This is an optimization exercise on Yosys and OpenROAD, whose aim is small area and few clock cycles, not a production implementation. Only simulation tests tie the RTL to the original design; equivalence was not proved.

## exp/zinc
==> flow/design.v <==
module nic_output_port_lookup #(
    parameter int unsigned C_M_AXIS_DATA_WIDTH = 512,
    parameter int unsigned C_S_AXIS_DATA_WIDTH = 512,
    parameter int unsigned C_M_AXIS_TUSER_WIDTH = 128,
    parameter int unsigned C_S_AXIS_TUSER_WIDTH = 128,
    parameter int unsigned SRC_PORT_POS = 16,
    parameter int unsigned DST_PORT_POS = 24,
    parameter int unsigned        C_S_AXI_DATA_WIDTH = 32,
    parameter int unsigned        C_S_AXI_ADDR_WIDTH = 12,
    parameter bit          [31:0] C_BASEADDR         = 32'h00000000
) (
    input axis_aclk,
    input axis_resetn,
    output [        C_M_AXIS_DATA_WIDTH - 1:0] m_axis_tdata,
    output [((C_M_AXIS_DATA_WIDTH / 8)) - 1:0] m_axis_tkeep,
    output [         C_M_AXIS_TUSER_WIDTH-1:0] m_axis_tuser,
    output                                     m_axis_tvalid,
    input                                      m_axis_tready,
    output                                     m_axis_tlast,
    input  [        C_S_AXIS_DATA_WIDTH - 1:0] s_axis_tdata,
    input  [((C_S_AXIS_DATA_WIDTH / 8)) - 1:0] s_axis_tkeep,
    input  [         C_S_AXIS_TUSER_WIDTH-1:0] s_axis_tuser,
    input                                      s_axis_tvalid,
    output                                     s_axis_tready,
    input                                      s_axis_tlast,
    input  [  C_S_AXI_ADDR_WIDTH-1 : 0] S_AXI_AWADDR,
    input                               S_AXI_AWVALID,
    input  [  C_S_AXI_DATA_WIDTH-1 : 0] S_AXI_WDATA,
    input  [C_S_AXI_DATA_WIDTH/8-1 : 0] S_AXI_WSTRB,
    input                               S_AXI_WVALID,
    input                               S_AXI_BREADY,
    input  [  C_S_AXI_ADDR_WIDTH-1 : 0] S_AXI_ARADDR,
    input                               S_AXI_ARVALID,
    input                               S_AXI_RREADY,
    output                              S_AXI_ARREADY,
    output [  C_S_AXI_DATA_WIDTH-1 : 0] S_AXI_RDATA,
    output [                     1 : 0] S_AXI_RRESP,
    output                              S_AXI_RVALID,
    output                              S_AXI_WREADY,
    output [                     1 : 0] S_AXI_BRESP,
    output                              S_AXI_BVALID,
    output                              S_AXI_AWREADY
);
  localparam int unsigned DW = C_M_AXIS_DATA_WIDTH;
  localparam int unsigned KW = C_M_AXIS_DATA_WIDTH / 8;
  localparam int unsigned UW = C_M_AXIS_TUSER_WIDTH;
  localparam int unsigned W = DW + KW + UW + 1;
  wire rst = ~axis_resetn;
  reg  [W-1:0] out_q;   
  reg  [W-1:0] skid_q;   
  reg          out_v;
  reg          skid_v;
  reg          out_first;   
  wire [W-1:0] s_beat = {s_axis_tlast, s_axis_tuser, s_axis_tkeep, s_axis_tdata};
  wire         out_ld = ~out_v | m_axis_tready;
  always @(posedge axis_aclk) begin
    if (~skid_v) skid_q <= s_beat;
    if (out_ld) out_q <= skid_v ? skid_q : s_beat;
  end
  always @(posedge axis_aclk) begin
    if (rst) begin
      out_v     <= 1'b0;
      skid_v    <= 1'b0;
      out_first <= 1'b1;
    end else begin
      if (out_ld) begin
        out_v  <= skid_v | s_axis_tvalid;
        skid_v <= 1'b0;
      end else if (s_axis_tvalid) begin
        skid_v <= 1'b1;
      end
      if (out_v & m_axis_tready) out_first <= m_axis_tlast;
    end
  end
  assign s_axis_tready = ~skid_v;
  assign m_axis_tvalid = out_v;
  assign m_axis_tdata  = out_q[DW-1:0];
  assign m_axis_tkeep  = out_q[DW+:KW];
  assign m_axis_tlast  = out_q[W-1];
  wire [UW-1:0] out_user = out_q[DW+KW+:UW];
  wire [7:0] src_port = out_user[SRC_PORT_POS+:8];
  wire [7:0] dst_port = ~|src_port ? 8'h01
                      : (src_port[1] | src_port[3] | src_port[5] | src_port[7]) ? {1'b0, src_port[7:1]}
                      : {src_port[6:0], 1'b0};
  assign m_axis_tuser = out_first
      ? {out_user[UW-1:DST_PORT_POS+8], dst_port, out_user[DST_PORT_POS-1:0]} : out_user;
  wire s_fire = s_axis_tvalid & ~skid_v;
  wire m_fire = out_v & m_axis_tready;
  wire in_pkt_end = s_fire & s_axis_tlast;
  wire out_pkt_end = m_fire & m_axis_tlast;
  wire out_pkt_begin = m_fire & out_first;
  wire [7:0] ip_protocol = m_axis_tdata[184+:8];
  wire [31:0] ip_src = m_axis_tdata[208+:32];
  wire [31:0] ip_dst = m_axis_tdata[240+:32];
  wire [15:0] udp_sp = m_axis_tdata[272+:16];
  wire [15:0] udp_dp = m_axis_tdata[288+:16];
  reg [31:0] tgtip_q;
  reg [15:0] tgtport_q;
  wire is_icmp = out_pkt_begin & (ip_protocol == 8'h01);
  wire is_tgtip = out_pkt_begin & (ip_dst == tgtip_q);
  wire is_tgtudp = out_pkt_begin & (ip_protocol == 8'h11) & (ip_src == 32'hC0A80001)
                 & (ip_dst == 32'hC0A80101) & (udp_sp == 16'd12345) & (udp_dp == tgtport_q);
  reg        wr_rdy;   
  reg        bvalid;
  reg        ar_rdy;
  reg        rvalid;
  reg [31:0] rdata;
  wire       wr_go = S_AXI_AWVALID & S_AXI_WVALID & ~wr_rdy;
  wire       rd_go = S_AXI_ARVALID & ~ar_rdy & ~rvalid;
  wire [11:0] waddr = S_AXI_AWADDR ^ C_BASEADDR[11:0];
  wire [11:0] raddr = S_AXI_ARADDR ^ C_BASEADDR[11:0];
  always @(posedge axis_aclk) begin
    if (rst) begin
      wr_rdy <= 1'b0;
      bvalid <= 1'b0;
      ar_rdy <= 1'b0;
      rvalid <= 1'b0;
    end else begin
      wr_rdy <= wr_go;
      if (wr_rdy) bvalid <= 1'b1;
      else if (S_AXI_BREADY) bvalid <= 1'b0;
      ar_rdy <= rd_go;
      if (ar_rdy) rvalid <= 1'b1;
      else if (S_AXI_RREADY) rvalid <= 1'b0;
    end
  end
  assign S_AXI_AWREADY = wr_rdy;
  assign S_AXI_WREADY  = wr_rdy;
  assign S_AXI_BVALID  = bvalid;
  assign S_AXI_BRESP   = 2'b00;
  assign S_AXI_ARREADY = ar_rdy;
  assign S_AXI_RVALID  = rvalid;
  assign S_AXI_RRESP   = 2'b00;
  assign S_AXI_RDATA   = rdata;
  function automatic [31:0] merge(input [31:0] old, input [31:0] d, input [3:0] s);
    for (int i = 0; i < 4; i++) merge[i*8+:8] = s[i] ? d[i*8+:8] : old[i*8+:8];
  endfunction
  wire wr_reset = wr_go & (waddr == 32'h8);
  wire wr_flip = wr_go & (waddr == 32'hC);
  wire wr_debug = wr_go & (waddr == 32'h10);
  wire wr_tgtip = wr_go & (waddr == 32'h20);
  wire wr_tgtport = wr_go & (waddr == 32'h2C);
  wire clear_all = rst | (wr_reset & S_AXI_WSTRB[0] & (S_AXI_WDATA[0] | S_AXI_WDATA[4]));
  wire rd_pktin = rd_go & (raddr == 32'h14);
  wire rd_pktout = rd_go & (raddr == 32'h18);
  wire rd_icmp = rd_go & (raddr == 32'h1C);
  wire rd_tgtipout = rd_go & (raddr == 32'h24);
  reg  [31:0] flip_q;
  reg  [31:0] debug_q;
  reg  [31:0] pktin_q;
  reg  [31:0] pktout_q;
  reg  [31:0] icmp_q;
  reg  [31:0] tgtipout_q;
  reg  [31:0] tgtipoutlst_q;
  reg  [31:0] tgtudpcnt_q;
  wire [31:0] tgtip_new = merge(tgtip_q, S_AXI_WDATA, S_AXI_WSTRB);
  always @(posedge axis_aclk) begin
    if (rst) begin
      flip_q    <= 32'h0;
      debug_q   <= 32'h0;
      tgtip_q   <= 32'h0;
      tgtport_q <= 16'h0;
    end else begin
      if (wr_flip) flip_q <= merge(flip_q, S_AXI_WDATA, S_AXI_WSTRB);
      if (wr_debug) debug_q <= merge(debug_q, S_AXI_WDATA, S_AXI_WSTRB);
      if (wr_tgtip) tgtip_q <= tgtip_new;
      if (wr_tgtport) tgtport_q <= merge({16'h0, tgtport_q}, S_AXI_WDATA, S_AXI_WSTRB) & 32'hFFFF;
    end
  end
  function automatic [31:0] count(input [31:0] c, input inc);
    count = {c[31] | (&c[30:0] & inc), c[30:0] + {30'h0, inc}};
  endfunction
  always @(posedge axis_aclk) begin
    if (clear_all) begin
      pktin_q       <= 32'h0;
      pktout_q      <= 32'h0;
      icmp_q        <= 32'h0;
      tgtipout_q    <= 32'h0;
      tgtipoutlst_q <= 32'h0;
      tgtudpcnt_q   <= 32'h0;
    end else begin
      pktin_q     <= rd_pktin ? 32'h0 : count(pktin_q, in_pkt_end);
      pktout_q    <= rd_pktout ? 32'h0 : count(pktout_q, out_pkt_end);
      icmp_q      <= rd_icmp ? 32'h0 : count(icmp_q, is_icmp);
      tgtipout_q  <= rd_tgtipout ? 32'h0 : count(tgtipout_q, is_tgtip);
      tgtudpcnt_q <= tgtudpcnt_q + {31'h0, is_tgtudp};
      if (wr_tgtip & (tgtip_new != tgtip_q)) tgtipoutlst_q <= tgtipout_q;
    end
  end
  always @(posedge axis_aclk) begin
    if (rst) rdata <= 32'h0;
    else if (rd_go) begin
      case (raddr)
        32'h0:          rdata <= 32'h0000DA02;
        32'h4:     rdata <= 32'h1;
        32'hC:        rdata <= ~flip_q;
        32'h10:       rdata <= debug_q;
        32'h14:       rdata <= pktin_q;
        32'h18:      rdata <= pktout_q;
        32'h1C:     rdata <= icmp_q;
        32'h20:   rdata <= tgtip_q;
        32'h24:    rdata <= tgtipout_q;
        32'h28: rdata <= tgtipoutlst_q;
        32'h2C:  rdata <= {16'h0, tgtport_q};
        32'h2E:   rdata <= tgtudpcnt_q;
        default:               rdata <= 32'hFEE1DEAD;
      endcase
    end
  end
endmodule
export LEC_CHECK = 0
export CAP_MARGIN = 20
export CORE_AREA = 10 10 690 690
export DIE_AREA = 0 0 700 700
export SLEW_MARGIN = 20
create_clock -name core_clock -period 4.0 [get_ports {axis_aclk}]
standard.sh (not shown) runs the stock make flow with config.mk's settings and CLKGATE_MAP_FILE= SYNTH_SCRIPT=/design/flow/synth_recipe.tcl, a recipe that flattens the netlist after the stock synthesis.
==> flow/flow/run.sh <==
#!/bin/bash
# Standard ORFS layout; the port buffers use the smallest buffer cell, smaller clock tree.
set -euo pipefail
bash standard.sh BUFFER_PORTS_ARGS="-buffer_cell sky130_fd_sc_hd__buf_1" \
  CTS_BUF_LIST="sky130_fd_sc_hd__clkbuf_8 sky130_fd_sc_hd__clkbuf_4" CTS_CLUSTER_SIZE=24 \
  DIE_AREA="0 0 450 450" CORE_AREA="10 10 440 440" finish > standard.log 2>&1
exp/zinc did not stop at any stage, and its layout met the timing, design-rule and antenna checks.
Testbench counts of exp/zinc, summed over its fixed seeds: cycles 25,265.
Changes in exp/violet relative to exp/zinc:
==> flow/run.sh (new file) <==
#!/bin/bash
# synth_recipe.tcl (not shown) runs the flow's synth.tcl, then flattens the netlist and writes it again
# the make line also repeats each setting of config.mk as NAME=value (left out here)
make -C /OpenROAD-flow-scripts/flow DESIGN_CONFIG=/design/flow/config.mk WORK_HOME=/design/flow/orfs CLKGATE_MAP_FILE= SYNTH_SCRIPT=/design/flow/synth_recipe.tcl finish
removed: flow/flow/run.sh
removed: flow/standard.sh
Results
Layout clock buffer count shrinks by more than a quarter when moving from exp/zinc to exp/violet. Largest stage delay on the critical path in exp/violet vs exp/zinc: down 30 ps. exp/violet vs exp/zinc: detailed-routed wire length on met2 up by a few percent. Side by side, final worst-path setup slack turned out higher in exp/violet than in exp/zinc. Re adder and majority cell fraction of the synthesized area: no difference whatsoever between exp/zinc and exp/violet. Summary: largest clock skew in the final design, exp/violet worse than exp/zinc. Fmax | exp/violet vs exp/zinc | exp/violet faster. When exp/violet is measured against exp/zinc, its area added between synthesis and finish turns out 17 points higher.
What exp/willow does differently from exp/violet at the input level:
==> flow/flow/run.sh (new file) <==
#!/bin/bash
# Standard ORFS layout; the port buffers use the smallest buffer cell.
set -euo pipefail
bash standard.sh BUFFER_PORTS_ARGS="-buffer_cell sky130_fd_sc_hd__buf_1" finish > standard.log 2>&1
==> flow/standard.sh (new file) <==
#!/bin/bash
# synth_recipe.tcl (not shown) runs the flow's synth.tcl, then flattens the netlist and writes it again
# the make line also repeats each setting of config.mk as NAME=value (left out here)
make -C /OpenROAD-flow-scripts/flow DESIGN_CONFIG=/design/flow/config.mk WORK_HOME=/design/flow/orfs CLKGATE_MAP_FILE= SYNTH_SCRIPT=/design/flow/synth_recipe.tcl "${@:-finish}"
removed: flow/run.sh
Findings:
- exp/willow — proportion of layout cells with a drive suffix above 1 0.54 points lower, exp/violet as reference
- Maximum fanout encountered on the critical timing path, exp/violet and exp/willow: larger value in exp/willow
- Between exp/violet and exp/willow, the non-clock buffer count is higher for exp/willow.

==> re-timing with driven ports <==
The flow's constraints put no driver on any port. The routed layouts listed below were extracted and timed again, unchanged, in two steps.
Step 1 assumes that a clkbuf_16 drives the clock port and a buf_2 every other input.
Step 2 times the ports against the registers' clock, not the clock port: input delays grow and output delays shrink by t, the midpoint of the rising clock arrivals with the driver on.
Slacks: ideal ports / drivers / drivers and shift; pairs: ideal ports / drivers.
run	shift t [ns]	slack for setup (ns)	clock arrival spread, ns	worst slew at a driven data input, ns	pins driven straight from the clock port
exp/zinc	1.093	0.171 / 0.077 / -0.056	0.086 / 0.086	0.31	1
exp/violet	0.980	0.223 / 0.151 / -0.460	0.106 / 0.106	0.47	1
exp/willow	0.982	0.255 / 0.156 / -0.018	0.107 / 0.107	0.55	1
Met with ideal ports but missed after step 2: setup timing in every run listed. For exp/violet, which loses most, drivers alone change the setup slack by -0.072 ns; drivers and shift together by -0.683 ns.
